Background: an optimization exercise with open tools, aiming at small area and a short achievable clock period. Do not read the settings as production practice.
In this exercise RTL edits were held to simulation tests only and were not proved equivalent to the original.
Power figures rest on the tool's default switching activity, not on a simulated workload.

==> flow/design.v (excerpt) <==
module processor_arm #(parameter N = 64)
							(input logic CLOCK_50, reset,
							output logic [N-1:0] IM_addr,
							input  logic [31:0] IM_readData,
							output logic [N-1:0] DM_writeData, DM_addr,
							output logic DM_writeEnable, DM_readEnable,
							input  logic [N-1:0] DM_readData);
==> flow/config.mk <==
export PLATFORM = sky130hd
export DESIGN_NAME = processor_arm
export DESIGN_NICKNAME = processor_arm
export VERILOG_FILES = /design/flow/design.v
export SDC_FILE = /design/flow/constraint.sdc
export NUM_CORES = 4
export LEC_CHECK = 0
export CAP_MARGIN = 20
export CELL_PAD_IN_SITES_DETAIL_PLACEMENT = 1
export CELL_PAD_IN_SITES_GLOBAL_PLACEMENT = 1
export CORE_MARGIN = 2
export CORE_UTILIZATION = 40
export CTS_CLUSTER_DIAMETER = 100
export CTS_CLUSTER_SIZE = 25
export SLEW_MARGIN = 20
==> flow/constraint.sdc <==
create_clock -name core_clock -period 10.0 [get_ports {CLOCK_50}]
set_input_delay 2.0000 -clock core_clock [delete_from_list [all_inputs] [get_ports {CLOCK_50}]]
set_output_delay 2.0000 -clock core_clock [all_outputs]
set_load 0.01 [all_outputs]
standard.sh (not shown) runs the stock make flow with config.mk's settings and CLKGATE_MAP_FILE= SYNTH_SCRIPT=/design/flow/synth_recipe.tcl, a recipe that flattens the netlist after the stock synthesis.
==> flow/flow/run.sh <==
#!/bin/bash
export SETUP_SLACK_MARGIN=6.8
bash standard.sh > standard.log 2>&1
The baseline finished clean.
Next try:
==> flow/flow/run.sh (replaced) <==
#!/bin/bash
export SETUP_SLACK_MARGIN=7.1
bash standard.sh > standard.log 2>&1
- CORE_UTILIZATION: 40 -> 35
Outcome:
- The new run completed with no timing, DRC or antenna violations
- routed wire length grows by about 2.5%
- utilization shrinks by 4.9 points
- final area grows by 2.0%
- via count grows by 1.7%
- clock skew grows by 0.017 ns
- sequential power stays flat
- global-route usage shrinks by 4.5 points
- die area grows by about 14%
- power stays flat
Next try:
==> flow/flow/run.sh (replaced) <==
#!/bin/bash
export SETUP_SLACK_MARGIN=6.8
bash standard.sh > standard.log 2>&1
The new run produced a clean layout.
Total power is lower slightly.
Sequential power barely changes.
Non-clock buffer count is lower by 34.
Flip-flop and latch count does not change.
Area after synthesis stays the same.
Worst setup slack got worse by 0.017 ns.
Next try:
- TNS_END_PERCENT: unset -> 30
Effect:
- The changed run ran to the end with no violations
- maximum frequency falls by a few percent
- global-route usage is lower by 0.14 points
- total power hardly moves
- hold slack loses 0.0044 ns
- routed wire length hardly moves


The RTL this note starts from:
==> flow/design.v <==
module adder #(parameter N = 64, parameter L = 6)	 
					(input logic [N-1:0] a, b,
					input logic inv,
					output logic [N-1:0] y);
	logic [N-1:0] g [0:L];
	logic [N-1:0] p [0:L];
	always_comb begin
		g[0] = a & b;
		p[0] = a ^ b;
		for (int l = 1; l <= L; l++)
			for (int i = 0; i < N; i++)
				if (i >= (1 << (l - 1))) begin
					g[l][i] = g[l-1][i] | (p[l-1][i] & g[l-1][i - (1 << (l - 1))]);
					p[l][i] = p[l-1][i] & p[l-1][i - (1 << (l - 1))];
				end else begin
					g[l][i] = g[l-1][i];
					p[l][i] = p[l-1][i];
				end
		y = (p[0] ^ {N{inv}}) ^ {g[L][N-2:0], 1'b0};
	end
endmodule
module regfile(input logic clk, input logic we3, input logic [30:0] rs1,
					input logic [30:0] rs2, input logic [4:0] wa3, input logic [63:0] wd3,
					output logic [63:0] rd1, output logic [63:0] rd2);
	logic [30:0][63:0] registers;
	always_comb begin
		rd1 = '0;
		rd2 = '0;
		for (int k = 0; k < 31; k++) begin
			rd1 = rd1 | ({64{rs1[k]}} & registers[k]);
			rd2 = rd2 | ({64{rs2[k]}} & registers[k]);
		end
	end
	always_ff @(posedge clk)
		for (int k = 0; k < 31; k++)
			if (we3 && wa3 == 5'(k)) registers[k] <= wd3;
endmodule
module processor_arm #(parameter N = 64)
							(input logic CLOCK_50, reset,
							output logic [N-1:0] IM_addr,
							input  logic [31:0] IM_readData,
							output logic [N-1:0] DM_writeData, DM_addr,
							output logic DM_writeEnable, DM_readEnable,
							input  logic [N-1:0] DM_readData);
	logic clk;
	assign clk = CLOCK_50;
	logic [63:2] pc_f;
	logic        pcsrc_m;
	logic [63:0] r_m, x_m;
	always_ff @(posedge clk, posedge reset)
		if (reset) pc_f <= '0;
		else       pc_f <= pcsrc_m ? r_m[63:2] : pc_f + 62'd1;
	assign IM_addr = {pc_f, 2'b00};
	logic        ins31_d;
	logic [30:0] ins_lo_d;
	logic [63:2] pc_d;
	logic [31:0] ins_d;
	logic [30:0] rs1_d, rs2_d;
	logic [4:0]  ra1_f, ra2_f;
	logic        reg2loc_f, cbz_f;
	assign reg2loc_f = IM_readData[31:21] == 11'b11111000000 || IM_readData[31:24] == 8'b10110100;
	assign ra1_f     = IM_readData[9:5];
	assign cbz_f     = IM_readData[31:24] == 8'b10110100;
	assign ra2_f     = reg2loc_f ? IM_readData[4:0] : IM_readData[20:16];
	always_ff @(posedge clk, posedge reset)
		if (reset) ins31_d <= 1'b0;
		else       ins31_d <= IM_readData[31];
	always_ff @(posedge clk) begin
		ins_lo_d <= IM_readData[30:0];
		pc_d     <= pc_f;
		for (int k = 0; k < 31; k++) begin
			rs1_d[k] <= ra1_f == 5'(k) && !cbz_f;
			rs2_d[k] <= ra2_f == 5'(k);
		end
	end
	assign ins_d = {ins31_d, ins_lo_d};
	logic [10:0] op;
	logic is_ldur, is_stur, is_cbz, is_add, is_sub, is_and, is_orr, is_addi, is_subi;
	logic alusrc, sub_d, regwrite_d;
	logic [63:0] rd1, rd2;
	logic [63:0] imm_d, opa_d, opb_d;
	logic [4:0]  wa_w;
	logic [63:0] wd_w;
	logic        we_w;
	assign op      = ins_d[31:21];
	assign is_ldur = op == 11'b11111000010;
	assign is_stur = op == 11'b11111000000;
	assign is_cbz  = op[10:3] == 8'b10110100;
	assign is_add  = op == 11'b10001011000;
	assign is_sub  = op == 11'b11001011000;
	assign is_and  = op == 11'b10001010000;
	assign is_orr  = op == 11'b10101010000;
	assign is_addi = op[10:1] == 10'b1001000100;
	assign is_subi = op[10:1] == 10'b1101000100;
	assign alusrc     = is_ldur | is_stur | is_addi | is_subi | is_cbz;
	assign sub_d      = is_sub | is_subi;
	assign regwrite_d = (is_ldur | is_add | is_sub | is_and | is_orr | is_addi | is_subi)
	                    & (ins_d[4:0] != 5'd31);
	regfile registers (.clk(clk), .we3(we_w), .rs1(rs1_d), .rs2(rs2_d), .wa3(wa_w),
	                   .wd3(wd_w), .rd1(rd1), .rd2(rd2));
	assign opa_d = (rd1 | ({64{is_cbz}} & {pc_d, 2'b00})) ^ {64{sub_d}};
	always_comb
		if (is_addi | is_subi) imm_d = {{52{ins_d[21]}}, ins_d[21:10]};
		else if (is_cbz)       imm_d = {{43{ins_d[23]}}, ins_d[23:5], 2'b00};
		else                   imm_d = {{55{ins_d[20]}}, ins_d[20:12]};
	assign opb_d = alusrc ? imm_d : rd2;
	logic [63:0] a_e, b_e, d_e;
	logic [4:0]  wa_e;
	logic sub_e, and_e, orr_e;
	logic regwrite_e, memread_e, memwrite_e, branch_e;
	always_ff @(posedge clk, posedge reset)
		if (reset) begin
			regwrite_e <= 1'b0;
			memread_e  <= 1'b0;
			memwrite_e <= 1'b0;
			branch_e   <= 1'b0;
		end else begin
			regwrite_e <= regwrite_d;
			memread_e  <= is_ldur;
			memwrite_e <= is_stur;
			branch_e   <= is_cbz;
		end
	always_ff @(posedge clk) begin
		a_e   <= opa_d;
		b_e   <= opb_d;
		d_e   <= rd2;
		wa_e  <= ins_d[4:0];
		sub_e <= sub_d;
		and_e <= is_and;
		orr_e <= is_orr;
	end
	logic [63:0] sum, res_e;
	adder #(64) alu_add (.a(a_e), .b(b_e), .inv(sub_e), .y(sum));
	assign res_e  = and_e ? (a_e & b_e) : orr_e ? (a_e | b_e) : sum;
	logic [4:0]  wa_m;
	logic regwrite_m, memread_m, memwrite_m;
	always_ff @(posedge clk, posedge reset)
		if (reset) begin
			regwrite_m <= 1'b0;
			memread_m  <= 1'b0;
			memwrite_m <= 1'b0;
			pcsrc_m    <= 1'b0;
		end else begin
			regwrite_m <= regwrite_e;
			memread_m  <= memread_e;
			memwrite_m <= memwrite_e;
			pcsrc_m    <= branch_e && d_e == 64'd0;	 
		end
	always_ff @(posedge clk) begin
		r_m  <= res_e;
		x_m  <= d_e;
		wa_m <= wa_e;
	end
	assign DM_addr        = r_m;
	assign DM_writeData   = x_m;
	assign DM_readEnable  = memread_m;
	assign DM_writeEnable = memwrite_m;
	always_ff @(posedge clk, posedge reset)
		if (reset) we_w <= 1'b0;
		else       we_w <= regwrite_m;
	always_ff @(posedge clk) begin
		wd_w <= memread_m ? DM_readData : r_m;
		wa_w <= wa_m;
	end
endmodule
clock: 10.0 ns
lec_check: 0
cap_margin: 20
cell_pad_in_sites_detail_placement: 1
cell_pad_in_sites_global_placement: 1
core_margin: 2
core_utilization: 35
cts_cluster_diameter: 100
cts_cluster_size: 25
slew_margin: 20
==> flow/flow/run.sh <==
#!/bin/bash
export SETUP_SLACK_MARGIN=6.45
bash standard.sh > standard.log 2>&1
==> next run, changes <==
==> flow/flow/run.sh (replaced) <==
#!/bin/bash
export SETUP_SLACK_MARGIN=6.6
bash standard.sh > standard.log 2>&1
Clock-buffer cell count climbs by 5.
Synthesized area stays the same.
Wire length is about the same.
Synthesized cell count is unchanged.
Non-clock buffer count went up by 68.
Power climbs by 1.0%.
Final area grows by 0.45%.
Global-route usage barely changes.
Flip-flop and latch count is unchanged.
Cell count increases by 0.70%.

==> re-timing with driven ports <==
In the flow no input, the clock included, has a driving cell. The finished layouts below were timed again as built, in two steps.
Step 1: set_driving_cell puts a clkbuf_16 on CLOCK_50 and a buf_2 on each other input, an assumption about the parent block.
Step 2 also shifts input and output timing later by t, the mid clock arrival at the registers, as if the neighbouring blocks saw the same clock.
Slacks: ideal ports / drivers / drivers and shift; pairs: ideal ports / drivers.
run | t (ns) | setup WS [ns] | worst setup path after step 2 | worst slew at a driven data input, ns
the first run of note 1 | 0.949 | 6.486 / 6.391 / 5.988 | input to register | 0.09
the second run of note 1 | 0.951 | 6.504 / 6.405 / 6.278 | input to register | 0.10
the third run of note 1 | 0.942 | 6.487 / 6.389 / 5.971 | input to register | 0.12
the fourth run of note 1 | 0.951 | 6.373 / 6.373 / 5.763 | input to register | 0.11
the first run of note 2 | 0.943 | 6.227 / 6.227 / 5.711 | input to register | 0.12
the second run of note 2 | 0.947 | 6.402 / 6.374 / 5.849 | input to register | 0.09
After both steps setup and hold are still met in every run listed. The setup slack of the fourth run of note 1, which loses most, moves by 0.000 ns with the drivers and by -0.610 ns with both steps.
